This design comes from an exercise in tuning for small area and a short achievable clock period on the open sky130 flow, not from production work. RTL that was checked went through simulation tests only; none was proved equivalent to the original. Function not checked in run 2: the RTL went through the layout flow alone. No activity file was given, so power comes from the tool's default toggle rates.

==> flow/design.v (outline; a module is shown in full before it is edited, if it fits) <==
// module npu: 800 lines
module npu (
    input               clk,
    input               reset,
    input               cov,
    input  [23:0]       data,
    input  [23:0]       wt,
    output logic [71:0] mmu_out,
    output logic [15:0] conv_out,
    output logic        conv_fin
);
  // ...
==> flow/flow/run.sh <==
#!/bin/bash
# Own flow: the standard layout (standard.sh, all steps, standard synthesis),
# with one change: the port buffers that global placement inserts on every input
# and output are buf_1 cells instead of the resizer's default pick (a 0.5 ns delay
# buffer). The whole make output goes to standard.log in this folder; ORFS keeps
# each step's own log under orfs/logs/.
set -euo pipefail
export BUFFER_PORTS_ARGS="-buffer_cell sky130_fd_sc_hd__buf_1"
bash standard.sh > standard.log 2>&1
==> flow/standard.sh <==
#!/bin/bash
# synth_recipe.tcl (not shown) runs the flow's synth.tcl, then flattens the netlist and writes it again
# the make line also repeats each setting of config.mk as NAME=value (left out here)
make -C /OpenROAD-flow-scripts/flow DESIGN_CONFIG=/design/flow/config.mk WORK_HOME=/design/flow/orfs CLKGATE_MAP_FILE= SYNTH_SCRIPT=/design/flow/synth_recipe.tcl "${@:-finish}"
==> flow/config.mk <==
export PLATFORM = sky130hd
export DESIGN_NAME = npu
export DESIGN_NICKNAME = npu
export VERILOG_FILES = /design/flow/design.v
export SDC_FILE = /design/flow/constraint.sdc
export NUM_CORES = 4
export LEC_CHECK = 0
export CAP_MARGIN = 20
export CORE_MARGIN = 2
export CORE_UTILIZATION = 40
export CTS_CLUSTER_DIAMETER = 100
export CTS_CLUSTER_SIZE = 24
export PLACE_DENSITY = 0.6
export SETUP_SLACK_MARGIN = 3.0
export SLEW_MARGIN = 20
export TNS_END_PERCENT = 5
==> flow/constraint.sdc <==
create_clock -name core_clock -period 5.5 [get_ports {clk}]
set_input_delay 1.1000 -clock core_clock [delete_from_list [all_inputs] [get_ports {clk}]]
set_output_delay 1.1000 -clock core_clock [all_outputs]
set_load 0.01 [all_outputs]
==> results.tsv, run 1 <==
metric	value	unit
cp_max_fo	7	
layout.nonclk_buf_share	3.76	%
crit_path_start	we2_0_three	
path_clk_slew	0.10	ns
cp.arrival	3.61	ns
ant_nets	0	
dr_wl_met3	4250	um
n_fill_cell	8199	
slew_viol_final	0	
r2r_setup_slack	2.40	ns
synth_seq_area_share	40.8	%
yosys-top-cells-area	dfxtp_1 28%, edfxtp_1 12%, ha_1 9.5%	
finalClockSkew	0.0374	ns
status	finished clean	
drive_gt1_share	12.3	%
seq_cells	637	
p_sw	4.67	mW
critical-path-top-delay-family	compound AO/OA/AOI/OAI gates	
setup_violations	0	
fin_ws	2.40	ns
cts_max_path_buffers	3	
clock_power_share	22.3	%
hp-class	register to register	
largestRegisters	rW1 x24, rW x24	
yosys_register_bits	637	
yosysMostFrequentCell	dfxtp_1	
synth_xor_area_share	7.17	%
busiest_layer	met2	
multi_input_comb_cells	2318	
tightest_slew	0.911	ns
==> run 2, diff against run 1 <==
--- a/flow/design.v
+++ b/flow/design.v
@@ -77,54 +77,48 @@
     logic we0_2_one, we0_2_two, we0_2_three, we0_2_four;
     always_ff @(posedge clk) begin
         we0_2_one <= kill ? 1'b0 : e3_1;
         we0_2_two <= kill ? 1'b0 : e3_2;
         we0_2_three <= kill ? 1'b0 : e3_3;
         we0_2_four <= kill ? 1'b0 : e3_4;
     end
     wire [11:0] pp0_2 = {(we0_2_three & U0[11]) | (we0_2_four & S0[9]), (we0_2_two & S0[9]) | (we0_2_three & U0[10]) | (we0_2_four & S0[8]), (we0_2_one & S0[9]) | (we0_2_two & S0[8]) | (we0_2_three & U0[9]) | (we0_2_four & S0[7]), (we0_2_one & S0[8]) | (we0_2_two & S0[7]) | (we0_2_three & U0[8]) | (we0_2_four & S0[6]), (we0_2_one & S0[7]) | (we0_2_two & S0[6]) | (we0_2_three & U0[7]) | (we0_2_four & S0[5]), (we0_2_one & S0[6]) | (we0_2_two & S0[5]) | (we0_2_three & U0[6]) | (we0_2_four & S0[4]), (we0_2_one & S0[5]) | (we0_2_two & S0[4]) | (we0_2_three & U0[5]) | (we0_2_four & S0[3]), (we0_2_one & S0[4]) | (we0_2_two & S0[3]) | (we0_2_three & U0[4]) | (we0_2_four & S0[2]), (we0_2_one & S0[3]) | (we0_2_two & S0[2]) | (we0_2_three & U0[3]) | (we0_2_four & S0[1]), (we0_2_one & S0[2]) | (we0_2_two & S0[1]) | (we0_2_three & U0[2]) | (we0_2_four & S0[0]), (we0_2_one & S0[1]) | (we0_2_two & S0[0]) | (we0_2_three & U0[1]), (we0_2_one & S0[0]) | (we0_2_three & U0[0])};
-    wire m0_s0 = ~we0_0_neg ^ pp0_1[9];
-    wire m0_c0 = ~we0_0_neg & pp0_1[9];
-    wire m0_s1 = pp0_1[10] ^ pp0_2[7];
-    wire m0_c1 = pp0_1[10] & pp0_2[7];
-    wire m0_s2 = pp0_1[11] ^ pp0_2[8];
-    wire m0_c2 = pp0_1[11] & pp0_2[8];
-    wire m0_s3 = pp0_0[3] ^ pp0_1[0];
-    wire m0_c3 = pp0_0[3] & pp0_1[0];
-    wire m0_s4 = pp0_0[4] ^ pp0_1[1];
-    wire m0_c4 = pp0_0[4] & pp0_1[1];
-    wire m0_s5 = pp0_0[5] ^ pp0_1[2];
-    wire m0_c5 = pp0_0[5] & pp0_1[2];
-    wire m0_s6 = pp0_0[6] ^ pp0_1[3] ^ pp0_2[0];
-    wire m0_c6 = (pp0_0[6] & pp0_1[3]) | (pp0_0[6] & pp0_2[0]) | (pp0_1[3] & pp0_2[0]);
-    wire m0_s7 = pp0_0[7] ^ pp0_1[4] ^ pp0_2[1];
-    wire m0_c7 = (pp0_0[7] & pp0_1[4]) | (pp0_0[7] & pp0_2[1]) | (pp0_1[4] & pp0_2[1]);
-    wire m0_s8 = pp0_0[8] ^ pp0_1[5] ^ pp0_2[2];
-    wire m0_c8 = (pp0_0[8] & pp0_1[5]) | (pp0_0[8] & pp0_2[2]) | (pp0_1[5] & pp0_2[2]);
-    wire m0_s9 = pp0_0[9] ^ pp0_1[6] ^ pp0_2[3];
-    wire m0_c9 = (pp0_0[9] & pp0_1[6]) | (pp0_0[9] & pp0_2[3]) | (pp0_1[6] & pp0_2[3]);
-    wire m0_s10 = pp0_0[10] ^ pp0_1[7] ^ pp0_2[4];
-    wire m0_c10 = (pp0_0[10] & pp0_1[7]) | (pp0_0[10] & pp0_2[4]) | (pp0_1[7] & pp0_2[4]);
-    wire m0_s11 = pp0_0[11] ^ pp0_1[8] ^ pp0_2[5];
-    wire m0_c11 = (pp0_0[11] & pp0_1[8]) | (pp0_0[11] & pp0_2[5]) | (pp0_1[8] & pp0_2[5]);
-    wire m0_s12 = m0_s0 ^ pp0_2[6] ^ 1'b1;
-    wire m0_c12 = (m0_s0 & pp0_2[6]) | (m0_s0 & 1'b1) | (pp0_2[6] & 1'b1);
-    wire m0_s13 = m0_c0 ^ m0_s1 ^ 1'b1;
-    wire m0_c13 = (m0_c0 & m0_s1) | (m0_c0 & 1'b1) | (m0_s1 & 1'b1);
-    wire m0_s14 = m0_c1 ^ m0_s2 ^ 1'b1;
-    wire m0_c14 = (m0_c1 & m0_s2) | (m0_c1 & 1'b1) | (m0_s2 & 1'b1);
-    wire m0_s15 = m0_c2 ^ ~we0_1_neg ^ pp0_2[9];
-    wire m0_c15 = (m0_c2 & ~we0_1_neg) | (m0_c2 & pp0_2[9]) | (~we0_1_neg & pp0_2[9]);
-    wire m0_s16 = pp0_2[10] ^ 1'b1;
-    wire m0_c16 = pp0_2[10] & 1'b1;
-    wire m0_s17 = pp0_2[11] ^ 1'b1;
-    wire m0_c17 = pp0_2[11] & 1'b1;
+    wire m0_s0 = pp0_0[3] ^ pp0_1[0];
+    wire m0_c0 = pp0_0[3] & pp0_1[0];
+    wire m0_s1 = pp0_0[4] ^ pp0_1[1];
+    wire m0_c1 = pp0_0[4] & pp0_1[1];
+    wire m0_s2 = pp0_0[5] ^ pp0_1[2];
+    wire m0_c2 = pp0_0[5] & pp0_1[2];
+    wire m0_s3 = pp0_0[6] ^ pp0_1[3] ^ pp0_2[0];
+    wire m0_c3 = (pp0_0[6] & pp0_1[3]) | (pp0_0[6] & pp0_2[0]) | (pp0_1[3] & pp0_2[0]);
+    wire m0_s4 = pp0_0[7] ^ pp0_1[4] ^ pp0_2[1];
+    wire m0_c4 = (pp0_0[7] & pp0_1[4]) | (pp0_0[7] & pp0_2[1]) | (pp0_1[4] & pp0_2[1]);
+    wire m0_s5 = pp0_0[8] ^ pp0_1[5] ^ pp0_2[2];
+    wire m0_c5 = (pp0_0[8] & pp0_1[5]) | (pp0_0[8] & pp0_2[2]) | (pp0_1[5] & pp0_2[2]);
+    wire m0_s6 = pp0_0[9] ^ pp0_1[6] ^ pp0_2[3];
+    wire m0_c6 = (pp0_0[9] & pp0_1[6]) | (pp0_0[9] & pp0_2[3]) | (pp0_1[6] & pp0_2[3]);
+    wire m0_s7 = pp0_0[10] ^ pp0_1[7] ^ pp0_2[4];
+    wire m0_c7 = (pp0_0[10] & pp0_1[7]) | (pp0_0[10] & pp0_2[4]) | (pp0_1[7] & pp0_2[4]);
+    wire m0_s8 = pp0_0[11] ^ pp0_1[8] ^ pp0_2[5];
+    wire m0_c8 = (pp0_0[11] & pp0_1[8]) | (pp0_0[11] & pp0_2[5]) | (pp0_1[8] & pp0_2[5]);
+    wire m0_s9 = we0_0_neg ^ pp0_1[9] ^ pp0_2[6];
+    wire m0_c9 = (we0_0_neg & pp0_1[9]) | (we0_0_neg & pp0_2[6]) | (pp0_1[9] & pp0_2[6]);
+    wire m0_s10 = we0_0_neg ^ pp0_1[10] ^ pp0_2[7];
+    wire m0_c10 = (we0_0_neg & pp0_1[10]) | (we0_0_neg & pp0_2[7]) | (pp0_1[10] & pp0_2[7]);
+    wire m0_s11 = we0_0_neg ^ pp0_1[11] ^ pp0_2[8];
+    wire m0_c11 = (we0_0_neg & pp0_1[11]) | (we0_0_neg & pp0_2[8]) | (pp0_1[11] & pp0_2[8]);
+    wire m0_s12 = we0_0_neg ^ we0_1_neg ^ pp0_2[9];
+    wire m0_c12 = (we0_0_neg & we0_1_neg) | (we0_0_neg & pp0_2[9]) | (we0_1_neg & pp0_2[9]);
+    wire m0_s13 = we0_0_neg ^ we0_1_neg ^ pp0_2[10];
+    wire m0_c13 = (we0_0_neg & we0_1_neg) | (we0_0_neg & pp0_2[10]) | (we0_1_neg & pp0_2[10]);
+    wire m0_s14 = we0_0_neg ^ we0_1_neg ^ pp0_2[11];
+    wire m0_c14 = (we0_0_neg & we0_1_neg) | (we0_0_neg & pp0_2[11]) | (we0_1_neg & pp0_2[11]);
     logic [17:0] m0;
-    always_ff @(posedge clk) m0 <= {m0_c16, m0_c15, m0_c14, m0_c13, m0_c12, m0_c11, m0_c10, m0_c9, m0_c8, m0_c7, m0_c6, m0_c5, m0_c4, m0_c3, m0_s3, pp0_0[2], pp0_0[1], pp0_0[0]} + {m0_s17, m0_s16, m0_s15, m0_s14, m0_s13, m0_s12, m0_s11, m0_s10, m0_s9, m0_s8, m0_s7, m0_s6, m0_s5, m0_s4, we0_1_neg, 1'b0, 1'b0, we0_0_neg};
+    always_ff @(posedge clk) m0 <= {m0_c13, m0_c12, m0_c11, m0_c10, m0_c9, m0_c8, m0_c7, m0_c6, m0_c5, m0_c4, m0_c3, m0_c2, m0_c1, m0_c0, m0_s0, pp0_0[2], pp0_0[1], pp0_0[0]} + {m0_s14, m0_s13, m0_s12, m0_s11, m0_s10, m0_s9, m0_s8, m0_s7, m0_s6, m0_s5, m0_s4, m0_s3, m0_s2, m0_s1, we0_1_neg, 1'b0, 1'b0, we0_0_neg};
     wire e4_n = rW1[10];
     wire e4_a = rW1[9] ^ rW1[10];
     wire e4_b = rW1[8] ^ rW1[10];
     wire e4_c = 1'b0 ^ rW1[10];
     wire e4_1 = (e4_b ^ e4_c) & ~e4_a;
     wire e4_2 = (e4_a & ~e4_b & ~e4_c) | (~e4_a & e4_b & e4_c);
     wire e4_3 = e4_a & (e4_b ^ e4_c);
     wire e4_4 = e4_a & e4_b & e4_c;
@@ -161,54 +155,48 @@
     logic we1_2_one, we1_2_two, we1_2_three, we1_2_four;
     always_ff @(posedge clk) begin
         we1_2_one <= kill ? 1'b0 : e6_1;
         we1_2_two <= kill ? 1'b0 : e6_2;
         we1_2_three <= kill ? 1'b0 : e6_3;
         we1_2_four <= kill ? 1'b0 : e6_4;
     end
     wire [11:0] pp1_2 = {(we1_2_three & U1[11]) | (we1_2_four & S1[9]), (we1_2_two & S1[9]) | (we1_2_three & U1[10]) | (we1_2_four & S1[8]), (we1_2_one & S1[9]) | (we1_2_two & S1[8]) | (we1_2_three & U1[9]) | (we1_2_four & S1[7]), (we1_2_one & S1[8]) | (we1_2_two & S1[7]) | (we1_2_three & U1[8]) | (we1_2_four & S1[6]), (we1_2_one & S1[7]) | (we1_2_two & S1[6]) | (we1_2_three & U1[7]) | (we1_2_four & S1[5]), (we1_2_one & S1[6]) | (we1_2_two & S1[5]) | (we1_2_three & U1[6]) | (we1_2_four & S1[4]), (we1_2_one & S1[5]) | (we1_2_two & S1[4]) | (we1_2_three & U1[5]) | (we1_2_four & S1[3]), (we1_2_one & S1[4]) | (we1_2_two & S1[3]) | (we1_2_three & U1[4]) | (we1_2_four & S1[2]), (we1_2_one & S1[3]) | (we1_2_two & S1[2]) | (we1_2_three & U1[3]) | (we1_2_four & S1[1]), (we1_2_one & S1[2]) | (we1_2_two & S1[1]) | (we1_2_three & U1[2]) | (we1_2_four & S1[0]), (we1_2_one & S1[1]) | (we1_2_two & S1[0]) | (we1_2_three & U1[1]), (we1_2_one & S1[0]) | (we1_2_three & U1[0])};
-    wire m1_s0 = ~we1_0_neg ^ pp1_1[9];
-    wire m1_c0 = ~we1_0_neg & pp1_1[9];
-    wire m1_s1 = pp1_1[10] ^ pp1_2[7];
-    wire m1_c1 = pp1_1[10] & pp1_2[7];
-    wire m1_s2 = pp1_1[11] ^ pp1_2[8];
-    wire m1_c2 = pp1_1[11] & pp1_2[8];
-    wire m1_s3 = pp1_0[3] ^ pp1_1[0];
-    wire m1_c3 = pp1_0[3] & pp1_1[0];
-    wire m1_s4 = pp1_0[4] ^ pp1_1[1];
-    wire m1_c4 = pp1_0[4] & pp1_1[1];
-    wire m1_s5 = pp1_0[5] ^ pp1_1[2];
-    wire m1_c5 = pp1_0[5] & pp1_1[2];
-    wire m1_s6 = pp1_0[6] ^ pp1_1[3] ^ pp1_2[0];
-    wire m1_c6 = (pp1_0[6] & pp1_1[3]) | (pp1_0[6] & pp1_2[0]) | (pp1_1[3] & pp1_2[0]);
-    wire m1_s7 = pp1_0[7] ^ pp1_1[4] ^ pp1_2[1];
-    wire m1_c7 = (pp1_0[7] & pp1_1[4]) | (pp1_0[7] & pp1_2[1]) | (pp1_1[4] & pp1_2[1]);
-    wire m1_s8 = pp1_0[8] ^ pp1_1[5] ^ pp1_2[2];
-    wire m1_c8 = (pp1_0[8] & pp1_1[5]) | (pp1_0[8] & pp1_2[2]) | (pp1_1[5] & pp1_2[2]);
-    wire m1_s9 = pp1_0[9] ^ pp1_1[6] ^ pp1_2[3];
-    wire m1_c9 = (pp1_0[9] & pp1_1[6]) | (pp1_0[9] & pp1_2[3]) | (pp1_1[6] & pp1_2[3]);
-    wire m1_s10 = pp1_0[10] ^ pp1_1[7] ^ pp1_2[4];
-    wire m1_c10 = (pp1_0[10] & pp1_1[7]) | (pp1_0[10] & pp1_2[4]) | (pp1_1[7] & pp1_2[4]);
-    wire m1_s11 = pp1_0[11] ^ pp1_1[8] ^ pp1_2[5];
-    wire m1_c11 = (pp1_0[11] & pp1_1[8]) | (pp1_0[11] & pp1_2[5]) | (pp1_1[8] & pp1_2[5]);
-    wire m1_s12 = m1_s0 ^ pp1_2[6] ^ 1'b1;
-    wire m1_c12 = (m1_s0 & pp1_2[6]) | (m1_s0 & 1'b1) | (pp1_2[6] & 1'b1);
-    wire m1_s13 = m1_c0 ^ m1_s1 ^ 1'b1;
-    wire m1_c13 = (m1_c0 & m1_s1) | (m1_c0 & 1'b1) | (m1_s1 & 1'b1);
-    wire m1_s14 = m1_c1 ^ m1_s2 ^ 1'b1;
-    wire m1_c14 = (m1_c1 & m1_s2) | (m1_c1 & 1'b1) | (m1_s2 & 1'b1);
-    wire m1_s15 = m1_c2 ^ ~we1_1_neg ^ pp1_2[9];
-    wire m1_c15 = (m1_c2 & ~we1_1_neg) | (m1_c2 & pp1_2[9]) | (~we1_1_neg & pp1_2[9]);
-    wire m1_s16 = pp1_2[10] ^ 1'b1;
-    wire m1_c16 = pp1_2[10] & 1'b1;
-    wire m1_s17 = pp1_2[11] ^ 1'b1;
-    wire m1_c17 = pp1_2[11] & 1'b1;
+    wire m1_s0 = pp1_0[3] ^ pp1_1[0];
+    wire m1_c0 = pp1_0[3] & pp1_1[0];
+    wire m1_s1 = pp1_0[4] ^ pp1_1[1];
+    wire m1_c1 = pp1_0[4] & pp1_1[1];
+    wire m1_s2 = pp1_0[5] ^ pp1_1[2];
+    wire m1_c2 = pp1_0[5] & pp1_1[2];
+    wire m1_s3 = pp1_0[6] ^ pp1_1[3] ^ pp1_2[0];
+    wire m1_c3 = (pp1_0[6] & pp1_1[3]) | (pp1_0[6] & pp1_2[0]) | (pp1_1[3] & pp1_2[0]);
+    wire m1_s4 = pp1_0[7] ^ pp1_1[4] ^ pp1_2[1];
+    wire m1_c4 = (pp1_0[7] & pp1_1[4]) | (pp1_0[7] & pp1_2[1]) | (pp1_1[4] & pp1_2[1]);
+    wire m1_s5 = pp1_0[8] ^ pp1_1[5] ^ pp1_2[2];
+    wire m1_c5 = (pp1_0[8] & pp1_1[5]) | (pp1_0[8] & pp1_2[2]) | (pp1_1[5] & pp1_2[2]);
+    wire m1_s6 = pp1_0[9] ^ pp1_1[6] ^ pp1_2[3];
+    wire m1_c6 = (pp1_0[9] & pp1_1[6]) | (pp1_0[9] & pp1_2[3]) | (pp1_1[6] & pp1_2[3]);
+    wire m1_s7 = pp1_0[10] ^ pp1_1[7] ^ pp1_2[4];
+    wire m1_c7 = (pp1_0[10] & pp1_1[7]) | (pp1_0[10] & pp1_2[4]) | (pp1_1[7] & pp1_2[4]);
+    wire m1_s8 = pp1_0[11] ^ pp1_1[8] ^ pp1_2[5];
+    wire m1_c8 = (pp1_0[11] & pp1_1[8]) | (pp1_0[11] & pp1_2[5]) | (pp1_1[8] & pp1_2[5]);
+    wire m1_s9 = we1_0_neg ^ pp1_1[9] ^ pp1_2[6];
+    wire m1_c9 = (we1_0_neg & pp1_1[9]) | (we1_0_neg & pp1_2[6]) | (pp1_1[9] & pp1_2[6]);
+    wire m1_s10 = we1_0_neg ^ pp1_1[10] ^ pp1_2[7];
+    wire m1_c10 = (we1_0_neg & pp1_1[10]) | (we1_0_neg & pp1_2[7]) | (pp1_1[10] & pp1_2[7]);
+    wire m1_s11 = we1_0_neg ^ pp1_1[11] ^ pp1_2[8];
+    wire m1_c11 = (we1_0_neg & pp1_1[11]) | (we1_0_neg & pp1_2[8]) | (pp1_1[11] & pp1_2[8]);
+    wire m1_s12 = we1_0_neg ^ we1_1_neg ^ pp1_2[9];
+    wire m1_c12 = (we1_0_neg & we1_1_neg) | (we1_0_neg & pp1_2[9]) | (we1_1_neg & pp1_2[9]);
+    wire m1_s13 = we1_0_neg ^ we1_1_neg ^ pp1_2[10];
+    wire m1_c13 = (we1_0_neg & we1_1_neg) | (we1_0_neg & pp1_2[10]) | (we1_1_neg & pp1_2[10]);
+    wire m1_s14 = we1_0_neg ^ we1_1_neg ^ pp1_2[11];
+    wire m1_c14 = (we1_0_neg & we1_1_neg) | (we1_0_neg & pp1_2[11]) | (we1_1_neg & pp1_2[11]);
     logic [17:0] m1;
-    always_ff @(posedge clk) m1 <= {m1_c16, m1_c15, m1_c14, m1_c13, m1_c12, m1_c11, m1_c10, m1_c9, m1_c8, m1_c7, m1_c6, m1_c5, m1_c4, m1_c3, m1_s3, pp1_0[2], pp1_0[1], pp1_0[0]} + {m1_s17, m1_s16, m1_s15, m1_s14, m1_s13, m1_s12, m1_s11, m1_s10, m1_s9, m1_s8, m1_s7, m1_s6, m1_s5, m1_s4, we1_1_neg, 1'b0, 1'b0, we1_0_neg};
+    always_ff @(posedge clk) m1 <= {m1_c13, m1_c12, m1_c11, m1_c10, m1_c9, m1_c8, m1_c7, m1_c6, m1_c5, m1_c4, m1_c3, m1_c2, m1_c1, m1_c0, m1_s0, pp1_0[2], pp1_0[1], pp1_0[0]} + {m1_s14, m1_s13, m1_s12, m1_s11, m1_s10, m1_s9, m1_s8, m1_s7, m1_s6, m1_s5, m1_s4, m1_s3, m1_s2, m1_s1, we1_1_neg, 1'b0, 1'b0, we1_0_neg};
     wire e7_n = rW1[18];
     wire e7_a = rW1[17] ^ rW1[18];
     wire e7_b = rW1[16] ^ rW1[18];
     wire e7_c = 1'b0 ^ rW1[18];
     wire e7_1 = (e7_b ^ e7_c) & ~e7_a;
     wire e7_2 = (e7_a & ~e7_b & ~e7_c) | (~e7_a & e7_b & e7_c);
     wire e7_3 = e7_a & (e7_b ^ e7_c);
     wire e7_4 = e7_a & e7_b & e7_c;
@@ -245,54 +233,48 @@
     logic we2_2_one, we2_2_two, we2_2_three, we2_2_four;
     always_ff @(posedge clk) begin
         we2_2_one <= kill ? 1'b0 : e9_1;
         we2_2_two <= kill ? 1'b0 : e9_2;
         we2_2_three <= kill ? 1'b0 : e9_3;
         we2_2_four <= kill ? 1'b0 : e9_4;
     end
     wire [11:0] pp2_2 = {(we2_2_three & U2[11]) | (we2_2_four & S2[9]), (we2_2_two & S2[9]) | (we2_2_three & U2[10]) | (we2_2_four & S2[8]), (we2_2_one & S2[9]) | (we2_2_two & S2[8]) | (we2_2_three & U2[9]) | (we2_2_four & S2[7]), (we2_2_one & S2[8]) | (we2_2_two & S2[7]) | (we2_2_three & U2[8]) | (we2_2_four & S2[6]), (we2_2_one & S2[7]) | (we2_2_two & S2[6]) | (we2_2_three & U2[7]) | (we2_2_four & S2[5]), (we2_2_one & S2[6]) | (we2_2_two & S2[5]) | (we2_2_three & U2[6]) | (we2_2_four & S2[4]), (we2_2_one & S2[5]) | (we2_2_two & S2[4]) | (we2_2_three & U2[5]) | (we2_2_four & S2[3]), (we2_2_one & S2[4]) | (we2_2_two & S2[3]) | (we2_2_three & U2[4]) | (we2_2_four & S2[2]), (we2_2_one & S2[3]) | (we2_2_two & S2[2]) | (we2_2_three & U2[3]) | (we2_2_four & S2[1]), (we2_2_one & S2[2]) | (we2_2_two & S2[1]) | (we2_2_three & U2[2]) | (we2_2_four & S2[0]), (we2_2_one & S2[1]) | (we2_2_two & S2[0]) | (we2_2_three & U2[1]), (we2_2_one & S2[0]) | (we2_2_three & U2[0])};
-    wire m2_s0 = ~we2_0_neg ^ pp2_1[9];
-    wire m2_c0 = ~we2_0_neg & pp2_1[9];
-    wire m2_s1 = pp2_1[10] ^ pp2_2[7];
-    wire m2_c1 = pp2_1[10] & pp2_2[7];
-    wire m2_s2 = pp2_1[11] ^ pp2_2[8];
-    wire m2_c2 = pp2_1[11] & pp2_2[8];
-    wire m2_s3 = pp2_0[3] ^ pp2_1[0];
-    wire m2_c3 = pp2_0[3] & pp2_1[0];
-    wire m2_s4 = pp2_0[4] ^ pp2_1[1];
-    wire m2_c4 = pp2_0[4] & pp2_1[1];
-    wire m2_s5 = pp2_0[5] ^ pp2_1[2];
-    wire m2_c5 = pp2_0[5] & pp2_1[2];
-    wire m2_s6 = pp2_0[6] ^ pp2_1[3] ^ pp2_2[0];
-    wire m2_c6 = (pp2_0[6] & pp2_1[3]) | (pp2_0[6] & pp2_2[0]) | (pp2_1[3] & pp2_2[0]);
-    wire m2_s7 = pp2_0[7] ^ pp2_1[4] ^ pp2_2[1];
-    wire m2_c7 = (pp2_0[7] & pp2_1[4]) | (pp2_0[7] & pp2_2[1]) | (pp2_1[4] & pp2_2[1]);
-    wire m2_s8 = pp2_0[8] ^ pp2_1[5] ^ pp2_2[2];
-    wire m2_c8 = (pp2_0[8] & pp2_1[5]) | (pp2_0[8] & pp2_2[2]) | (pp2_1[5] & pp2_2[2]);
-    wire m2_s9 = pp2_0[9] ^ pp2_1[6] ^ pp2_2[3];
-    wire m2_c9 = (pp2_0[9] & pp2_1[6]) | (pp2_0[9] & pp2_2[3]) | (pp2_1[6] & pp2_2[3]);
-    wire m2_s10 = pp2_0[10] ^ pp2_1[7] ^ pp2_2[4];
-    wire m2_c10 = (pp2_0[10] & pp2_1[7]) | (pp2_0[10] & pp2_2[4]) | (pp2_1[7] & pp2_2[4]);
-    wire m2_s11 = pp2_0[11] ^ pp2_1[8] ^ pp2_2[5];
-    wire m2_c11 = (pp2_0[11] & pp2_1[8]) | (pp2_0[11] & pp2_2[5]) | (pp2_1[8] & pp2_2[5]);
-    wire m2_s12 = m2_s0 ^ pp2_2[6] ^ 1'b1;
-    wire m2_c12 = (m2_s0 & pp2_2[6]) | (m2_s0 & 1'b1) | (pp2_2[6] & 1'b1);
-    wire m2_s13 = m2_c0 ^ m2_s1 ^ 1'b1;
-    wire m2_c13 = (m2_c0 & m2_s1) | (m2_c0 & 1'b1) | (m2_s1 & 1'b1);
-    wire m2_s14 = m2_c1 ^ m2_s2 ^ 1'b1;
-    wire m2_c14 = (m2_c1 & m2_s2) | (m2_c1 & 1'b1) | (m2_s2 & 1'b1);
-    wire m2_s15 = m2_c2 ^ ~we2_1_neg ^ pp2_2[9];
-    wire m2_c15 = (m2_c2 & ~we2_1_neg) | (m2_c2 & pp2_2[9]) | (~we2_1_neg & pp2_2[9]);
-    wire m2_s16 = pp2_2[10] ^ 1'b1;
-    wire m2_c16 = pp2_2[10] & 1'b1;
-    wire m2_s17 = pp2_2[11] ^ 1'b1;
-    wire m2_c17 = pp2_2[11] & 1'b1;
+    wire m2_s0 = pp2_0[3] ^ pp2_1[0];
+    wire m2_c0 = pp2_0[3] & pp2_1[0];
+    wire m2_s1 = pp2_0[4] ^ pp2_1[1];
+    wire m2_c1 = pp2_0[4] & pp2_1[1];
+    wire m2_s2 = pp2_0[5] ^ pp2_1[2];
+    wire m2_c2 = pp2_0[5] & pp2_1[2];
+    wire m2_s3 = pp2_0[6] ^ pp2_1[3] ^ pp2_2[0];
+    wire m2_c3 = (pp2_0[6] & pp2_1[3]) | (pp2_0[6] & pp2_2[0]) | (pp2_1[3] & pp2_2[0]);
+    wire m2_s4 = pp2_0[7] ^ pp2_1[4] ^ pp2_2[1];
+    wire m2_c4 = (pp2_0[7] & pp2_1[4]) | (pp2_0[7] & pp2_2[1]) | (pp2_1[4] & pp2_2[1]);
+    wire m2_s5 = pp2_0[8] ^ pp2_1[5] ^ pp2_2[2];
+    wire m2_c5 = (pp2_0[8] & pp2_1[5]) | (pp2_0[8] & pp2_2[2]) | (pp2_1[5] & pp2_2[2]);
+    wire m2_s6 = pp2_0[9] ^ pp2_1[6] ^ pp2_2[3];
+    wire m2_c6 = (pp2_0[9] & pp2_1[6]) | (pp2_0[9] & pp2_2[3]) | (pp2_1[6] & pp2_2[3]);
+    wire m2_s7 = pp2_0[10] ^ pp2_1[7] ^ pp2_2[4];
+    wire m2_c7 = (pp2_0[10] & pp2_1[7]) | (pp2_0[10] & pp2_2[4]) | (pp2_1[7] & pp2_2[4]);
+    wire m2_s8 = pp2_0[11] ^ pp2_1[8] ^ pp2_2[5];
+    wire m2_c8 = (pp2_0[11] & pp2_1[8]) | (pp2_0[11] & pp2_2[5]) | (pp2_1[8] & pp2_2[5]);
+    wire m2_s9 = we2_0_neg ^ pp2_1[9] ^ pp2_2[6];
+    wire m2_c9 = (we2_0_neg & pp2_1[9]) | (we2_0_neg & pp2_2[6]) | (pp2_1[9] & pp2_2[6]);
+    wire m2_s10 = we2_0_neg ^ pp2_1[10] ^ pp2_2[7];
+    wire m2_c10 = (we2_0_neg & pp2_1[10]) | (we2_0_neg & pp2_2[7]) | (pp2_1[10] & pp2_2[7]);
+    wire m2_s11 = we2_0_neg ^ pp2_1[11] ^ pp2_2[8];
+    wire m2_c11 = (we2_0_neg & pp2_1[11]) | (we2_0_neg & pp2_2[8]) | (pp2_1[11] & pp2_2[8]);
+    wire m2_s12 = we2_0_neg ^ we2_1_neg ^ pp2_2[9];
+    wire m2_c12 = (we2_0_neg & we2_1_neg) | (we2_0_neg & pp2_2[9]) | (we2_1_neg & pp2_2[9]);
+    wire m2_s13 = we2_0_neg ^ we2_1_neg ^ pp2_2[10];
+    wire m2_c13 = (we2_0_neg & we2_1_neg) | (we2_0_neg & pp2_2[10]) | (we2_1_neg & pp2_2[10]);
+    wire m2_s14 = we2_0_neg ^ we2_1_neg ^ pp2_2[11];
+    wire m2_c14 = (we2_0_neg & we2_1_neg) | (we2_0_neg & pp2_2[11]) | (we2_1_neg & pp2_2[11]);
     logic [17:0] m2;
-    always_ff @(posedge clk) m2 <= {m2_c16, m2_c15, m2_c14, m2_c13, m2_c12, m2_c11, m2_c10, m2_c9, m2_c8, m2_c7, m2_c6, m2_c5, m2_c4, m2_c3, m2_s3, pp2_0[2], pp2_0[1], pp2_0[0]} + {m2_s17, m2_s16, m2_s15, m2_s14, m2_s13, m2_s12, m2_s11, m2_s10, m2_s9, m2_s8, m2_s7, m2_s6, m2_s5, m2_s4, we2_1_neg, 1'b0, 1'b0, we2_0_neg};
+    always_ff @(posedge clk) m2 <= {m2_c13, m2_c12, m2_c11, m2_c10, m2_c9, m2_c8, m2_c7, m2_c6, m2_c5, m2_c4, m2_c3, m2_c2, m2_c1, m2_c0, m2_s0, pp2_0[2], pp2_0[1], pp2_0[0]} + {m2_s14, m2_s13, m2_s12, m2_s11, m2_s10, m2_s9, m2_s8, m2_s7, m2_s6, m2_s5, m2_s4, m2_s3, m2_s2, m2_s1, we2_1_neg, 1'b0, 1'b0, we2_0_neg};
     assign mmu_out = {6'd0, m2, 6'd0, m1, 6'd0, m0};
     logic [1:0] cnt;
     logic       v, v1, v2;
     always_ff @(posedge clk) begin
         if (reset | ~cov) begin
             cnt <= 2'd0;
             v   <= 1'b0;
         end else if (!v) begin
@@ -334,49 +316,43 @@
     wire e12_1 = (data[6] ^ data[5]) & ~data[7];
     wire e12_2 = (data[7] & ~data[6] & ~data[5]) | (~data[7] & data[6] & data[5]);
     wire e12_3 = data[7] & (data[6] ^ data[5]);
     wire e12_4 = data[7] & data[6] & data[5];
     logic [9:0] cp0_2;
     always_ff @(posedge clk) begin
         cp0_2 <= {(e12_3 & w3_0[9]) | (e12_4 & wt[7]), (e12_2 & wt[7]) | (e12_3 & w3_0[8]) | (e12_4 & wt[6]), (e12_1 & wt[7]) | (e12_2 & wt[6]) | (e12_3 & w3_0[7]) | (e12_4 & wt[5]), (e12_1 & wt[6]) | (e12_2 & wt[5]) | (e12_3 & w3_0[6]) | (e12_4 & wt[4]), (e12_1 & wt[5]) | (e12_2 & wt[4]) | (e12_3 & w3_0[5]) | (e12_4 & wt[3]), (e12_1 & wt[4]) | (e12_2 & wt[3]) | (e12_3 & w3_0[4]) | (e12_4 & wt[2]), (e12_1 & wt[3]) | (e12_2 & wt[2]) | (e12_3 & w3_0[3]) | (e12_4 & wt[1]), (e12_1 & wt[2]) | (e12_2 & wt[1]) | (e12_3 & w3_0[2]) | (e12_4 & wt[0]), (e12_1 & wt[1]) | (e12_2 & wt[0]) | (e12_3 & w3_0[1]), (e12_1 & wt[0]) | (e12_3 & w3_0[0])};
     end
-    wire c0_s0 = ~cp0_0n ^ cp0_1[7];
-    wire c0_c0 = ~cp0_0n & cp0_1[7];
-    wire c0_s1 = cp0_1[8] ^ cp0_2[5];
-    wire c0_c1 = cp0_1[8] & cp0_2[5];
-    wire c0_s2 = cp0_1[9] ^ cp0_2[6];
-    wire c0_c2 = cp0_1[9] & cp0_2[6];
-    wire c0_s3 = cp0_0[3] ^ cp0_1[0];
-    wire c0_c3 = cp0_0[3] & cp0_1[0];
-    wire c0_s4 = cp0_0[4] ^ cp0_1[1];
-    wire c0_c4 = cp0_0[4] & cp0_1[1];
-    wire c0_s5 = cp0_0[5] ^ cp0_1[2];
-    wire c0_c5 = cp0_0[5] & cp0_1[2];
-    wire c0_s6 = cp0_0[6] ^ cp0_1[3] ^ cp0_2[0];
-    wire c0_c6 = (cp0_0[6] & cp0_1[3]) | (cp0_0[6] & cp0_2[0]) | (cp0_1[3] & cp0_2[0]);
-    wire c0_s7 = cp0_0[7] ^ cp0_1[4] ^ cp0_2[1];
-    wire c0_c7 = (cp0_0[7] & cp0_1[4]) | (cp0_0[7] & cp0_2[1]) | (cp0_1[4] & cp0_2[1]);
-    wire c0_s8 = cp0_0[8] ^ cp0_1[5] ^ cp0_2[2];
-    wire c0_c8 = (cp0_0[8] & cp0_1[5]) | (cp0_0[8] & cp0_2[2]) | (cp0_1[5] & cp0_2[2]);
-    wire c0_s9 = cp0_0[9] ^ cp0_1[6] ^ cp0_2[3];
-    wire c0_c9 = (cp0_0[9] & cp0_1[6]) | (cp0_0[9] & cp0_2[3]) | (cp0_1[6] & cp0_2[3]);
-    wire c0_s10 = c0_s0 ^ cp0_2[4] ^ 1'b1;
-    wire c0_c10 = (c0_s0 & cp0_2[4]) | (c0_s0 & 1'b1) | (cp0_2[4] & 1'b1);
-    wire c0_s11 = c0_c0 ^ c0_s1 ^ 1'b1;
-    wire c0_c11 = (c0_c0 & c0_s1) | (c0_c0 & 1'b1) | (c0_s1 & 1'b1);
-    wire c0_s12 = c0_c1 ^ c0_s2 ^ 1'b1;
-    wire c0_c12 = (c0_c1 & c0_s2) | (c0_c1 & 1'b1) | (c0_s2 & 1'b1);
-    wire c0_s13 = c0_c2 ^ ~cp0_1n ^ cp0_2[7];
-    wire c0_c13 = (c0_c2 & ~cp0_1n) | (c0_c2 & cp0_2[7]) | (~cp0_1n & cp0_2[7]);
-    wire c0_s14 = cp0_2[8] ^ 1'b1;
-    wire c0_c14 = cp0_2[8] & 1'b1;
-    wire c0_s15 = cp0_2[9] ^ 1'b1;
-    wire c0_c15 = cp0_2[9] & 1'b1;
-    wire [15:0] prod0 = {c0_c14, c0_c13, c0_c12, c0_c11, c0_c10, c0_c9, c0_c8, c0_c7, c0_c6, c0_c5, c0_c4, c0_c3, c0_s3, cp0_0[2], cp0_0[1], cp0_0[0]} + {c0_s15, c0_s14, c0_s13, c0_s12, c0_s11, c0_s10, c0_s9, c0_s8, c0_s7, c0_s6, c0_s5, c0_s4, cp0_1n, 1'b0, 1'b0, cp0_0n};
+    wire c0_s0 = cp0_0[3] ^ cp0_1[0];
+    wire c0_c0 = cp0_0[3] & cp0_1[0];
+    wire c0_s1 = cp0_0[4] ^ cp0_1[1];
+    wire c0_c1 = cp0_0[4] & cp0_1[1];
+    wire c0_s2 = cp0_0[5] ^ cp0_1[2];
+    wire c0_c2 = cp0_0[5] & cp0_1[2];
+    wire c0_s3 = cp0_0[6] ^ cp0_1[3] ^ cp0_2[0];
+    wire c0_c3 = (cp0_0[6] & cp0_1[3]) | (cp0_0[6] & cp0_2[0]) | (cp0_1[3] & cp0_2[0]);
+    wire c0_s4 = cp0_0[7] ^ cp0_1[4] ^ cp0_2[1];
+    wire c0_c4 = (cp0_0[7] & cp0_1[4]) | (cp0_0[7] & cp0_2[1]) | (cp0_1[4] & cp0_2[1]);
+    wire c0_s5 = cp0_0[8] ^ cp0_1[5] ^ cp0_2[2];
+    wire c0_c5 = (cp0_0[8] & cp0_1[5]) | (cp0_0[8] & cp0_2[2]) | (cp0_1[5] & cp0_2[2]);
+    wire c0_s6 = cp0_0[9] ^ cp0_1[6] ^ cp0_2[3];
+    wire c0_c6 = (cp0_0[9] & cp0_1[6]) | (cp0_0[9] & cp0_2[3]) | (cp0_1[6] & cp0_2[3]);
+    wire c0_s7 = cp0_0n ^ cp0_1[7] ^ cp0_2[4];
+    wire c0_c7 = (cp0_0n & cp0_1[7]) | (cp0_0n & cp0_2[4]) | (cp0_1[7] & cp0_2[4]);
+    wire c0_s8 = cp0_0n ^ cp0_1[8] ^ cp0_2[5];
+    wire c0_c8 = (cp0_0n & cp0_1[8]) | (cp0_0n & cp0_2[5]) | (cp0_1[8] & cp0_2[5]);
+    wire c0_s9 = cp0_0n ^ cp0_1[9] ^ cp0_2[6];
+    wire c0_c9 = (cp0_0n & cp0_1[9]) | (cp0_0n & cp0_2[6]) | (cp0_1[9] & cp0_2[6]);
+    wire c0_s10 = cp0_0n ^ cp0_1n ^ cp0_2[7];
+    wire c0_c10 = (cp0_0n & cp0_1n) | (cp0_0n & cp0_2[7]) | (cp0_1n & cp0_2[7]);
+    wire c0_s11 = cp0_0n ^ cp0_1n ^ cp0_2[8];
+    wire c0_c11 = (cp0_0n & cp0_1n) | (cp0_0n & cp0_2[8]) | (cp0_1n & cp0_2[8]);
+    wire c0_s12 = cp0_0n ^ cp0_1n ^ cp0_2[9];
+    wire c0_c12 = (cp0_0n & cp0_1n) | (cp0_0n & cp0_2[9]) | (cp0_1n & cp0_2[9]);
+    wire [15:0] prod0 = {c0_c11, c0_c10, c0_c9, c0_c8, c0_c7, c0_c6, c0_c5, c0_c4, c0_c3, c0_c2, c0_c1, c0_c0, c0_s0, cp0_0[2], cp0_0[1], cp0_0[0]} + {c0_s12, c0_s11, c0_s10, c0_s9, c0_s8, c0_s7, c0_s6, c0_s5, c0_s4, c0_s3, c0_s2, c0_s1, cp0_1n, 1'b0, 1'b0, cp0_0n};
     wire [9:0] w3_1 = wt[15:8] + {wt[15:8], 1'b0};
     wire e13_n = data[10];
     wire e13_a = data[9] ^ data[10];
     wire e13_b = data[8] ^ data[10];
     wire e13_c = 1'b0 ^ data[10];
     wire e13_1 = (e13_b ^ e13_c) & ~e13_a;
     wire e13_2 = (e13_a & ~e13_b & ~e13_c) | (~e13_a & e13_b & e13_c);
     wire e13_3 = e13_a & (e13_b ^ e13_c);
@@ -404,49 +380,43 @@
     wire e15_1 = (data[14] ^ data[13]) & ~data[15];
     wire e15_2 = (data[15] & ~data[14] & ~data[13]) | (~data[15] & data[14] & data[13]);
     wire e15_3 = data[15] & (data[14] ^ data[13]);
     wire e15_4 = data[15] & data[14] & data[13];
     logic [9:0] cp1_2;
     always_ff @(posedge clk) begin
         cp1_2 <= {(e15_3 & w3_1[9]) | (e15_4 & wt[15]), (e15_2 & wt[15]) | (e15_3 & w3_1[8]) | (e15_4 & wt[14]), (e15_1 & wt[15]) | (e15_2 & wt[14]) | (e15_3 & w3_1[7]) | (e15_4 & wt[13]), (e15_1 & wt[14]) | (e15_2 & wt[13]) | (e15_3 & w3_1[6]) | (e15_4 & wt[12]), (e15_1 & wt[13]) | (e15_2 & wt[12]) | (e15_3 & w3_1[5]) | (e15_4 & wt[11]), (e15_1 & wt[12]) | (e15_2 & wt[11]) | (e15_3 & w3_1[4]) | (e15_4 & wt[10]), (e15_1 & wt[11]) | (e15_2 & wt[10]) | (e15_3 & w3_1[3]) | (e15_4 & wt[9]), (e15_1 & wt[10]) | (e15_2 & wt[9]) | (e15_3 & w3_1[2]) | (e15_4 & wt[8]), (e15_1 & wt[9]) | (e15_2 & wt[8]) | (e15_3 & w3_1[1]), (e15_1 & wt[8]) | (e15_3 & w3_1[0])};
     end
-    wire c1_s0 = ~cp1_0n ^ cp1_1[7];
-    wire c1_c0 = ~cp1_0n & cp1_1[7];
-    wire c1_s1 = cp1_1[8] ^ cp1_2[5];
-    wire c1_c1 = cp1_1[8] & cp1_2[5];
-    wire c1_s2 = cp1_1[9] ^ cp1_2[6];
-    wire c1_c2 = cp1_1[9] & cp1_2[6];
-    wire c1_s3 = cp1_0[3] ^ cp1_1[0];
-    wire c1_c3 = cp1_0[3] & cp1_1[0];
-    wire c1_s4 = cp1_0[4] ^ cp1_1[1];
-    wire c1_c4 = cp1_0[4] & cp1_1[1];
-    wire c1_s5 = cp1_0[5] ^ cp1_1[2];
-    wire c1_c5 = cp1_0[5] & cp1_1[2];
-    wire c1_s6 = cp1_0[6] ^ cp1_1[3] ^ cp1_2[0];
-    wire c1_c6 = (cp1_0[6] & cp1_1[3]) | (cp1_0[6] & cp1_2[0]) | (cp1_1[3] & cp1_2[0]);
-    wire c1_s7 = cp1_0[7] ^ cp1_1[4] ^ cp1_2[1];
-    wire c1_c7 = (cp1_0[7] & cp1_1[4]) | (cp1_0[7] & cp1_2[1]) | (cp1_1[4] & cp1_2[1]);
-    wire c1_s8 = cp1_0[8] ^ cp1_1[5] ^ cp1_2[2];
-    wire c1_c8 = (cp1_0[8] & cp1_1[5]) | (cp1_0[8] & cp1_2[2]) | (cp1_1[5] & cp1_2[2]);
-    wire c1_s9 = cp1_0[9] ^ cp1_1[6] ^ cp1_2[3];
-    wire c1_c9 = (cp1_0[9] & cp1_1[6]) | (cp1_0[9] & cp1_2[3]) | (cp1_1[6] & cp1_2[3]);
-    wire c1_s10 = c1_s0 ^ cp1_2[4] ^ 1'b1;
-    wire c1_c10 = (c1_s0 & cp1_2[4]) | (c1_s0 & 1'b1) | (cp1_2[4] & 1'b1);
-    wire c1_s11 = c1_c0 ^ c1_s1 ^ 1'b1;
-    wire c1_c11 = (c1_c0 & c1_s1) | (c1_c0 & 1'b1) | (c1_s1 & 1'b1);
-    wire c1_s12 = c1_c1 ^ c1_s2 ^ 1'b1;
-    wire c1_c12 = (c1_c1 & c1_s2) | (c1_c1 & 1'b1) | (c1_s2 & 1'b1);
-    wire c1_s13 = c1_c2 ^ ~cp1_1n ^ cp1_2[7];
-    wire c1_c13 = (c1_c2 & ~cp1_1n) | (c1_c2 & cp1_2[7]) | (~cp1_1n & cp1_2[7]);
-    wire c1_s14 = cp1_2[8] ^ 1'b1;
-    wire c1_c14 = cp1_2[8] & 1'b1;
-    wire c1_s15 = cp1_2[9] ^ 1'b1;
-    wire c1_c15 = cp1_2[9] & 1'b1;
-    wire [15:0] prod1 = {c1_c14, c1_c13, c1_c12, c1_c11, c1_c10, c1_c9, c1_c8, c1_c7, c1_c6, c1_c5, c1_c4, c1_c3, c1_s3, cp1_0[2], cp1_0[1], cp1_0[0]} + {c1_s15, c1_s14, c1_s13, c1_s12, c1_s11, c1_s10, c1_s9, c1_s8, c1_s7, c1_s6, c1_s5, c1_s4, cp1_1n, 1'b0, 1'b0, cp1_0n};
+    wire c1_s0 = cp1_0[3] ^ cp1_1[0];
+    wire c1_c0 = cp1_0[3] & cp1_1[0];
+    wire c1_s1 = cp1_0[4] ^ cp1_1[1];
+    wire c1_c1 = cp1_0[4] & cp1_1[1];
+    wire c1_s2 = cp1_0[5] ^ cp1_1[2];
+    wire c1_c2 = cp1_0[5] & cp1_1[2];
+    wire c1_s3 = cp1_0[6] ^ cp1_1[3] ^ cp1_2[0];
+    wire c1_c3 = (cp1_0[6] & cp1_1[3]) | (cp1_0[6] & cp1_2[0]) | (cp1_1[3] & cp1_2[0]);
+    wire c1_s4 = cp1_0[7] ^ cp1_1[4] ^ cp1_2[1];
+    wire c1_c4 = (cp1_0[7] & cp1_1[4]) | (cp1_0[7] & cp1_2[1]) | (cp1_1[4] & cp1_2[1]);
+    wire c1_s5 = cp1_0[8] ^ cp1_1[5] ^ cp1_2[2];
+    wire c1_c5 = (cp1_0[8] & cp1_1[5]) | (cp1_0[8] & cp1_2[2]) | (cp1_1[5] & cp1_2[2]);
+    wire c1_s6 = cp1_0[9] ^ cp1_1[6] ^ cp1_2[3];
+    wire c1_c6 = (cp1_0[9] & cp1_1[6]) | (cp1_0[9] & cp1_2[3]) | (cp1_1[6] & cp1_2[3]);
+    wire c1_s7 = cp1_0n ^ cp1_1[7] ^ cp1_2[4];
+    wire c1_c7 = (cp1_0n & cp1_1[7]) | (cp1_0n & cp1_2[4]) | (cp1_1[7] & cp1_2[4]);
+    wire c1_s8 = cp1_0n ^ cp1_1[8] ^ cp1_2[5];
+    wire c1_c8 = (cp1_0n & cp1_1[8]) | (cp1_0n & cp1_2[5]) | (cp1_1[8] & cp1_2[5]);
+    wire c1_s9 = cp1_0n ^ cp1_1[9] ^ cp1_2[6];
+    wire c1_c9 = (cp1_0n & cp1_1[9]) | (cp1_0n & cp1_2[6]) | (cp1_1[9] & cp1_2[6]);
+    wire c1_s10 = cp1_0n ^ cp1_1n ^ cp1_2[7];
+    wire c1_c10 = (cp1_0n & cp1_1n) | (cp1_0n & cp1_2[7]) | (cp1_1n & cp1_2[7]);
+    wire c1_s11 = cp1_0n ^ cp1_1n ^ cp1_2[8];
+    wire c1_c11 = (cp1_0n & cp1_1n) | (cp1_0n & cp1_2[8]) | (cp1_1n & cp1_2[8]);
+    wire c1_s12 = cp1_0n ^ cp1_1n ^ cp1_2[9];
+    wire c1_c12 = (cp1_0n & cp1_1n) | (cp1_0n & cp1_2[9]) | (cp1_1n & cp1_2[9]);
+    wire [15:0] prod1 = {c1_c11, c1_c10, c1_c9, c1_c8, c1_c7, c1_c6, c1_c5, c1_c4, c1_c3, c1_c2, c1_c1, c1_c0, c1_s0, cp1_0[2], cp1_0[1], cp1_0[0]} + {c1_s12, c1_s11, c1_s10, c1_s9, c1_s8, c1_s7, c1_s6, c1_s5, c1_s4, c1_s3, c1_s2, c1_s1, cp1_1n, 1'b0, 1'b0, cp1_0n};
     wire [9:0] w3_2 = wt[23:16] + {wt[23:16], 1'b0};
     wire e16_n = data[18];
     wire e16_a = data[17] ^ data[18];
     wire e16_b = data[16] ^ data[18];
     wire e16_c = 1'b0 ^ data[18];
     wire e16_1 = (e16_b ^ e16_c) & ~e16_a;
     wire e16_2 = (e16_a & ~e16_b & ~e16_c) | (~e16_a & e16_b & e16_c);
     wire e16_3 = e16_a & (e16_b ^ e16_c);
@@ -474,49 +444,43 @@
     wire e18_1 = (data[22] ^ data[21]) & ~data[23];
     wire e18_2 = (data[23] & ~data[22] & ~data[21]) | (~data[23] & data[22] & data[21]);
     wire e18_3 = data[23] & (data[22] ^ data[21]);
     wire e18_4 = data[23] & data[22] & data[21];
     logic [9:0] cp2_2;
     always_ff @(posedge clk) begin
         cp2_2 <= {(e18_3 & w3_2[9]) | (e18_4 & wt[23]), (e18_2 & wt[23]) | (e18_3 & w3_2[8]) | (e18_4 & wt[22]), (e18_1 & wt[23]) | (e18_2 & wt[22]) | (e18_3 & w3_2[7]) | (e18_4 & wt[21]), (e18_1 & wt[22]) | (e18_2 & wt[21]) | (e18_3 & w3_2[6]) | (e18_4 & wt[20]), (e18_1 & wt[21]) | (e18_2 & wt[20]) | (e18_3 & w3_2[5]) | (e18_4 & wt[19]), (e18_1 & wt[20]) | (e18_2 & wt[19]) | (e18_3 & w3_2[4]) | (e18_4 & wt[18]), (e18_1 & wt[19]) | (e18_2 & wt[18]) | (e18_3 & w3_2[3]) | (e18_4 & wt[17]), (e18_1 & wt[18]) | (e18_2 & wt[17]) | (e18_3 & w3_2[2]) | (e18_4 & wt[16]), (e18_1 & wt[17]) | (e18_2 & wt[16]) | (e18_3 & w3_2[1]), (e18_1 & wt[16]) | (e18_3 & w3_2[0])};
     end
-    wire c2_s0 = ~cp2_0n ^ cp2_1[7];
-    wire c2_c0 = ~cp2_0n & cp2_1[7];
-    wire c2_s1 = cp2_1[8] ^ cp2_2[5];
-    wire c2_c1 = cp2_1[8] & cp2_2[5];
-    wire c2_s2 = cp2_1[9] ^ cp2_2[6];
-    wire c2_c2 = cp2_1[9] & cp2_2[6];
-    wire c2_s3 = cp2_0[3] ^ cp2_1[0];
-    wire c2_c3 = cp2_0[3] & cp2_1[0];
-    wire c2_s4 = cp2_0[4] ^ cp2_1[1];
-    wire c2_c4 = cp2_0[4] & cp2_1[1];
-    wire c2_s5 = cp2_0[5] ^ cp2_1[2];
-    wire c2_c5 = cp2_0[5] & cp2_1[2];
-    wire c2_s6 = cp2_0[6] ^ cp2_1[3] ^ cp2_2[0];
-    wire c2_c6 = (cp2_0[6] & cp2_1[3]) | (cp2_0[6] & cp2_2[0]) | (cp2_1[3] & cp2_2[0]);
-    wire c2_s7 = cp2_0[7] ^ cp2_1[4] ^ cp2_2[1];
-    wire c2_c7 = (cp2_0[7] & cp2_1[4]) | (cp2_0[7] & cp2_2[1]) | (cp2_1[4] & cp2_2[1]);
-    wire c2_s8 = cp2_0[8] ^ cp2_1[5] ^ cp2_2[2];
-    wire c2_c8 = (cp2_0[8] & cp2_1[5]) | (cp2_0[8] & cp2_2[2]) | (cp2_1[5] & cp2_2[2]);
-    wire c2_s9 = cp2_0[9] ^ cp2_1[6] ^ cp2_2[3];
-    wire c2_c9 = (cp2_0[9] & cp2_1[6]) | (cp2_0[9] & cp2_2[3]) | (cp2_1[6] & cp2_2[3]);
-    wire c2_s10 = c2_s0 ^ cp2_2[4] ^ 1'b1;
-    wire c2_c10 = (c2_s0 & cp2_2[4]) | (c2_s0 & 1'b1) | (cp2_2[4] & 1'b1);
-    wire c2_s11 = c2_c0 ^ c2_s1 ^ 1'b1;
-    wire c2_c11 = (c2_c0 & c2_s1) | (c2_c0 & 1'b1) | (c2_s1 & 1'b1);
-    wire c2_s12 = c2_c1 ^ c2_s2 ^ 1'b1;
-    wire c2_c12 = (c2_c1 & c2_s2) | (c2_c1 & 1'b1) | (c2_s2 & 1'b1);
-    wire c2_s13 = c2_c2 ^ ~cp2_1n ^ cp2_2[7];
-    wire c2_c13 = (c2_c2 & ~cp2_1n) | (c2_c2 & cp2_2[7]) | (~cp2_1n & cp2_2[7]);
-    wire c2_s14 = cp2_2[8] ^ 1'b1;
-    wire c2_c14 = cp2_2[8] & 1'b1;
-    wire c2_s15 = cp2_2[9] ^ 1'b1;
-    wire c2_c15 = cp2_2[9] & 1'b1;
-    wire [15:0] prod2 = {c2_c14, c2_c13, c2_c12, c2_c11, c2_c10, c2_c9, c2_c8, c2_c7, c2_c6, c2_c5, c2_c4, c2_c3, c2_s3, cp2_0[2], cp2_0[1], cp2_0[0]} + {c2_s15, c2_s14, c2_s13, c2_s12, c2_s11, c2_s10, c2_s9, c2_s8, c2_s7, c2_s6, c2_s5, c2_s4, cp2_1n, 1'b0, 1'b0, cp2_0n};
+    wire c2_s0 = cp2_0[3] ^ cp2_1[0];
+    wire c2_c0 = cp2_0[3] & cp2_1[0];
+    wire c2_s1 = cp2_0[4] ^ cp2_1[1];
+    wire c2_c1 = cp2_0[4] & cp2_1[1];
+    wire c2_s2 = cp2_0[5] ^ cp2_1[2];
+    wire c2_c2 = cp2_0[5] & cp2_1[2];
+    wire c2_s3 = cp2_0[6] ^ cp2_1[3] ^ cp2_2[0];
+    wire c2_c3 = (cp2_0[6] & cp2_1[3]) | (cp2_0[6] & cp2_2[0]) | (cp2_1[3] & cp2_2[0]);
+    wire c2_s4 = cp2_0[7] ^ cp2_1[4] ^ cp2_2[1];
+    wire c2_c4 = (cp2_0[7] & cp2_1[4]) | (cp2_0[7] & cp2_2[1]) | (cp2_1[4] & cp2_2[1]);
+    wire c2_s5 = cp2_0[8] ^ cp2_1[5] ^ cp2_2[2];
+    wire c2_c5 = (cp2_0[8] & cp2_1[5]) | (cp2_0[8] & cp2_2[2]) | (cp2_1[5] & cp2_2[2]);
+    wire c2_s6 = cp2_0[9] ^ cp2_1[6] ^ cp2_2[3];
+    wire c2_c6 = (cp2_0[9] & cp2_1[6]) | (cp2_0[9] & cp2_2[3]) | (cp2_1[6] & cp2_2[3]);
+    wire c2_s7 = cp2_0n ^ cp2_1[7] ^ cp2_2[4];
+    wire c2_c7 = (cp2_0n & cp2_1[7]) | (cp2_0n & cp2_2[4]) | (cp2_1[7] & cp2_2[4]);
+    wire c2_s8 = cp2_0n ^ cp2_1[8] ^ cp2_2[5];
+    wire c2_c8 = (cp2_0n & cp2_1[8]) | (cp2_0n & cp2_2[5]) | (cp2_1[8] & cp2_2[5]);
+    wire c2_s9 = cp2_0n ^ cp2_1[9] ^ cp2_2[6];
+    wire c2_c9 = (cp2_0n & cp2_1[9]) | (cp2_0n & cp2_2[6]) | (cp2_1[9] & cp2_2[6]);
+    wire c2_s10 = cp2_0n ^ cp2_1n ^ cp2_2[7];
+    wire c2_c10 = (cp2_0n & cp2_1n) | (cp2_0n & cp2_2[7]) | (cp2_1n & cp2_2[7]);
+    wire c2_s11 = cp2_0n ^ cp2_1n ^ cp2_2[8];
+    wire c2_c11 = (cp2_0n & cp2_1n) | (cp2_0n & cp2_2[8]) | (cp2_1n & cp2_2[8]);
+    wire c2_s12 = cp2_0n ^ cp2_1n ^ cp2_2[9];
+    wire c2_c12 = (cp2_0n & cp2_1n) | (cp2_0n & cp2_2[9]) | (cp2_1n & cp2_2[9]);
+    wire [15:0] prod2 = {c2_c11, c2_c10, c2_c9, c2_c8, c2_c7, c2_c6, c2_c5, c2_c4, c2_c3, c2_c2, c2_c1, c2_c0, c2_s0, cp2_0[2], cp2_0[1], cp2_0[0]} + {c2_s12, c2_s11, c2_s10, c2_s9, c2_s8, c2_s7, c2_s6, c2_s5, c2_s4, c2_s3, c2_s2, c2_s1, cp2_1n, 1'b0, 1'b0, cp2_0n};
     logic [15:0] P0, P1, P2, P3, P4, P5, P6, P7, P8;
     wire ld = cov & ~v;
     always_ff @(posedge clk) begin
         if (ld && cnt == 2'd1) begin P6 <= prod2; P7 <= prod1; P8 <= prod0; end
         if (ld && cnt == 2'd2) begin P3 <= prod2; P4 <= prod1; P5 <= prod0; end
         if (ld && cnt == 2'd3) begin P0 <= prod2; P1 <= prod1; P2 <= prod0; end
     end
     wire [15:0] q0 = v2 ? P0 : 16'd0;
==> flow/run.sh (new file) <==
#!/bin/bash
# synth_recipe.tcl (not shown) runs the flow's synth.tcl, then flattens the netlist and writes it again
# the make line also repeats each setting of config.mk as NAME=value (left out here)
make -C /OpenROAD-flow-scripts/flow DESIGN_CONFIG=/design/flow/config.mk WORK_HOME=/design/flow/orfs CLKGATE_MAP_FILE= SYNTH_SCRIPT=/design/flow/synth_recipe.tcl finish
==> flow/config.mk (replaced) <==
export PLATFORM = sky130hd
export DESIGN_NAME = npu
export DESIGN_NICKNAME = npu
export VERILOG_FILES = /design/flow/design.v
export SDC_FILE = /design/flow/constraint.sdc
export NUM_CORES = 4
export LEC_CHECK = 0
export CAP_MARGIN = 20
export CORE_MARGIN = 2
export CORE_UTILIZATION = 40
export PLACE_DENSITY = 0.6
export SETUP_SLACK_MARGIN = 3.0
export SLEW_MARGIN = 20
export TNS_END_PERCENT = 5
removed: flow/flow/run.sh
removed: flow/standard.sh
==> run 2 against run 1 <==
Largest power group unchanged. Still clean. Wire length down 1.5%. Global-route usage increased by 0.096 points. Sequential power barely moved.
==> results.tsv, run 2 <==
metric	value	unit	change
grt_pass1_vias	23100		was 23.7k
critical-path-top-delay-family	compound AO/OA/AOI/OAI gates		unchanged
yosysUniqueCellTypes	79		was 84
status	finished clean		unchanged
via_count	24000		was 24.7k
fmax	0.311	GHz	was 0.323 GHz
final_cell_mix	429 x dfxtp_1, 228 x xnor2_1, 224 x inv_1		was 429 x dfxtp_1, 283 x inv_1, 228 x ha_1
yosys-top-cells-area	dfxtp_1 29%, edfxtp_1 13%, fa_1 11%		was dfxtp_1 28%, edfxtp_1 12%, ha_1 9.5%
finalClockSkew	0.0409	ns	was 0.0374 ns
syn_area_per_cell	10.4	sq um	was 10.1 sq um
gr-usage-met2	29.2	%	was 30.1%
syn_area	34200	sq um	was 34800 sq um
slew_viol_final	0		unchanged
insertion_delay	0.63	ns	was 0.60 ns
start_kind	register		unchanged
cts-buffers-inserted	73		was 34
drive_gt1_share	17.1	%	was 12.3%
cp.arrival	3.71	ns	was 3.61 ns
vdd_drop_max	0.236	mV	was 0.211 mV
antenna_found_initial	7		was 9
htree_levels	3		was 2
cts_tree	done		unchanged
path_clk_slew	0.05	ns	was 0.10 ns
ant_nets	0		unchanged
tightest_slew	1.07	ns	was 0.911 ns
initial_core_util	40.2	%	was 40.3%
cpMaxStageDelayCell	fa_1		unchanged
wl_per_cell	17.9	um	was 18.0 um
grtUsageMet3	3.38	%	was 2.15%
clock_sinks	637		unchanged
area_growth	21.5	%	was 13.0%
cts_max_path_buffers	3		unchanged
dieArea	87900	sq um	was 89400 sq um
utilization	48.9	%	was 45.5%
netlist_top_cells_count	493 x dfxtp_1, 235 x ha_1, 233 x inv_1, 233 x xnor2_1, 212 x nor2_1		was 493 x dfxtp_1, 297 x inv_1, 265 x ha_1, 219 x xnor2_1, 217 x nor2_1
die-height	296	um	was 299 um
fin_crit	3.21	ns	was 3.10 ns
synth_seq_area_share	41.5	%	was 40.8%
grt_pass1_wl	130000	um	was 134000 um
finalNetCount	3919		was 3994
synth_top_area_share	28.9	%	was 28.4%
async_flop_share	0	%	unchanged
dieWidth	296	um	was 299 um
wl	83500	um	was 84800 um
min_period_over_period	58.4	%	was 56.3%
setup_violations	0		unchanged
drtPass1Iterations	8		was 7
rsz0062_at_grt	true		unchanged
critPathMaxStageDelay	0.52	ns	was 0.48 ns
io-pin-count	140		unchanged
track_usage	18.8	%	was 18.7%
fin_tns_setup	0	ns	unchanged
synthCells	3283		was 3452
final_common_cell	dfxtp_1		unchanged
cp-end-kind	register		unchanged
hp-class	register to register		unchanged
largestRegisters	rW1 x24, rW x24		unchanged
cp_data_required_time	6.00	ns	was 6.01 ns
yosysMostFrequentCell	dfxtp_1		unchanged
grt_start_max_net_pins	71		was 72
cts_root_buf	clkbuf_16		unchanged
p_leak	17.3	nW	was 16.2 nW
dp_hpwl	58400	um	was 60700 um
busiest_layer	met2		unchanged
synth_ff_type	dfxtp_1		unchanged
timing.final.hold_violations	0		unchanged
yosys_register_bits	637		unchanged
grt-ovfl-total	0		unchanged
portBuffers	121		unchanged
critPathKind	register to register		unchanged
yosysWarnings	1		unchanged
cp_max_fo	6		was 7
maxCapViolCount	0		unchanged
crit_buf_inv	2		unchanged
rows	107		was 108
worstPathCellList	buf_6 > a22o_1 > a221oi_2 > xnor2_2 > fa_1 > inv_2 > ha_4 > a21o_1 > a21oi_2 > nor2b_1 > a311o_1 > and4b_1 > or3_1		was buf_6 > a22o_1 > a221oi_2 > xnor2_1 > fa_1 > ha_4 > buf_4 > a21o_1 > o2111ai_4 > a21boi_2 > or3_1 > o2111ai_1
yosysTopAreaCell	dfxtp_1		unchanged
grtUsageMet1	27.1	%	was 26.7%
powerDensity	369	nW/um^2	was 339 nW/um^2
dr.first_iter.drc_count	1848		was 2016
synth_edf_count	144		unchanged
gp_congestion	0.881		was 0.885
p_total	15.3	mW	was 13.3 mW
via_per_inst	5.16		was 5.24
core	85000	sq um	was 86500 sq um
drc	0		unchanged
slew_headroom	28.5	%	was 39.3%
## run 2: cell count changes after synthesis, sizes merged, moves of 10 or more
| cell | before | now |
|---|---|---|
| o21ai | 118 | 108 |
| nor3 | 40 | 20 |
| xnor2 | 219 | 233 |
| nand2 | 194 | 171 |
| fa | 154 | 181 |
| a21o | 74 | 63 |
| ha | 265 | 235 |
| inv | 300 | 239 |
## run 2: layout make-up
type                    count  area [sq um]
clock inverters            38           603
flip-flops and latches    637         14300
clock buffers              98          2110
multi-input cells        2217         19500
fillers                  7619         43500
inverters                 240           906
well taps                1144          1430
repair buffers            283          2660
diodes                      3          7.51
## run 2: layer usage
layer	vias to the layer above	wire, um	share of wire (%)
met3	130	4800	5.7
li1	11600	-	-
met4	6	1550	1.9
met2	680	37700	45
met5	-	32	0.038
met1	11600	39400	47
## run 2: worst reg2reg max path: cells and delay by family (launching register included)
| kind | cells | cell delay (ns) |
|---|---|---|
| adders and majority gates | 2 | 0.70 |
| DFF | 1 | 0.36 |
| AOI/OAI and AO/OA | 5 | 1.18 |
| and+or+nand+nor | 3 | 0.54 |
| xor gates and xnor gates | 1 | 0.12 |
| buffers and inverters | 2 | 0.18 |
## run 2: worst paths after layout
| path | from | endpoint | slack [ns] | cells past startpoint |
|---|---|---|---|---|
| worst max-delay path | we2_0_three | m2[14] | 2.29 | 13 |
| worst min-delay path | rW[4] | rW1[4] | 0.32 | 0 |
| worst max register to register | we2_0_three | m2[14] | 2.29 | 13 |
| worst min register to register | rW[4] | rW1[4] | 0.32 | 0 |
## run 2: kinds of logic (layout without fill, tap and decap cells)
kind of cell / after synthesis / count (layout) / synth area share [%]
AO/OA/AOI/OAI: 693 / 693 / 14.3
multiplexers: 37 / 37 / 1.14
flip-flops: 637 / 637 / 41.5
adder cells (fa/ha/maj): 416 / 416 / 19.2
buffers and inverters: 446 / 659 / 5.22
AND/OR/NAND/NOR: 752 / 752 / 11.0
other: 1 / 21 / 0.0110
XOR/XNOR: 301 / 301 / 7.71
## run 2: timing repair
item | 4_1_cts | 5_1_grt
pin swaps | 86 | 84
buffers inserted | 90 | 48
endpoints found under the hold margin | 0 | 0
gates resized for setup | 281 | 139
hold buffers | 0 | 0
cloned | 5 | 0
endpoints found under the setup margin | 468 | 443
## run 2: where the power goes
group / leakage (nW) / total (mW) / internal [mW] / switching, mW
clock: 1.29 / 5.33 / 3.26 / 2.07
combinational: 10.6 / 3.82 / 1.60 / 2.22
sequential: 5.40 / 6.17 / 5.61 / 0.557
## run 2: metrics by stage
| step | worst slack [ns] | std cells | area, sq um | hold slack, ns |
|---|---|---|---|---|
| 2_1_floorplan | 2.27 | 3300 | 34700 | 0.310 |
| 3_3_place_gp | 1.37 | 4378 | 36500 | 0.310 |
| 3_5_place_dp | 1.35 | 4378 | 36500 | 0.312 |
| 4_1_cts | 2.30 | 4609 | 40700 | 0.317 |
| 5_1_grt | 2.18 | 4659 | 41500 | 0.330 |
| 6_report | 2.29 | 4660 | 41500 | 0.324 |

-- separate check: timing with driven ports --
No port has a modelled driver above. Below, the same layouts with a new extraction and two added sets of constraints. Step 1, drivers: a clkbuf_16 drives clk and a buf_2 each remaining input, both assumed. Step 2 moves the port delays by t, midway between the first and last clock arrival at a register: inputs arrive t later, outputs are due t later. That takes back most of the time a late clock gives input paths. Three values: ideal, step 1, step 2; two values: the first two.
run | shift t [ns] | setup slack, ns | worst data-port slew with drivers (ns)
run 1 | 0.645 | 2.403 / 2.403 / 1.802 | 0.12
run 2 | 0.682 | 2.289 / 2.289 / 1.797 | 0.15
After both steps every run listed still meets setup and hold. The setup slack of run 1, which loses most, moves by 0.000 ns with the drivers and by -0.601 ns with both steps.
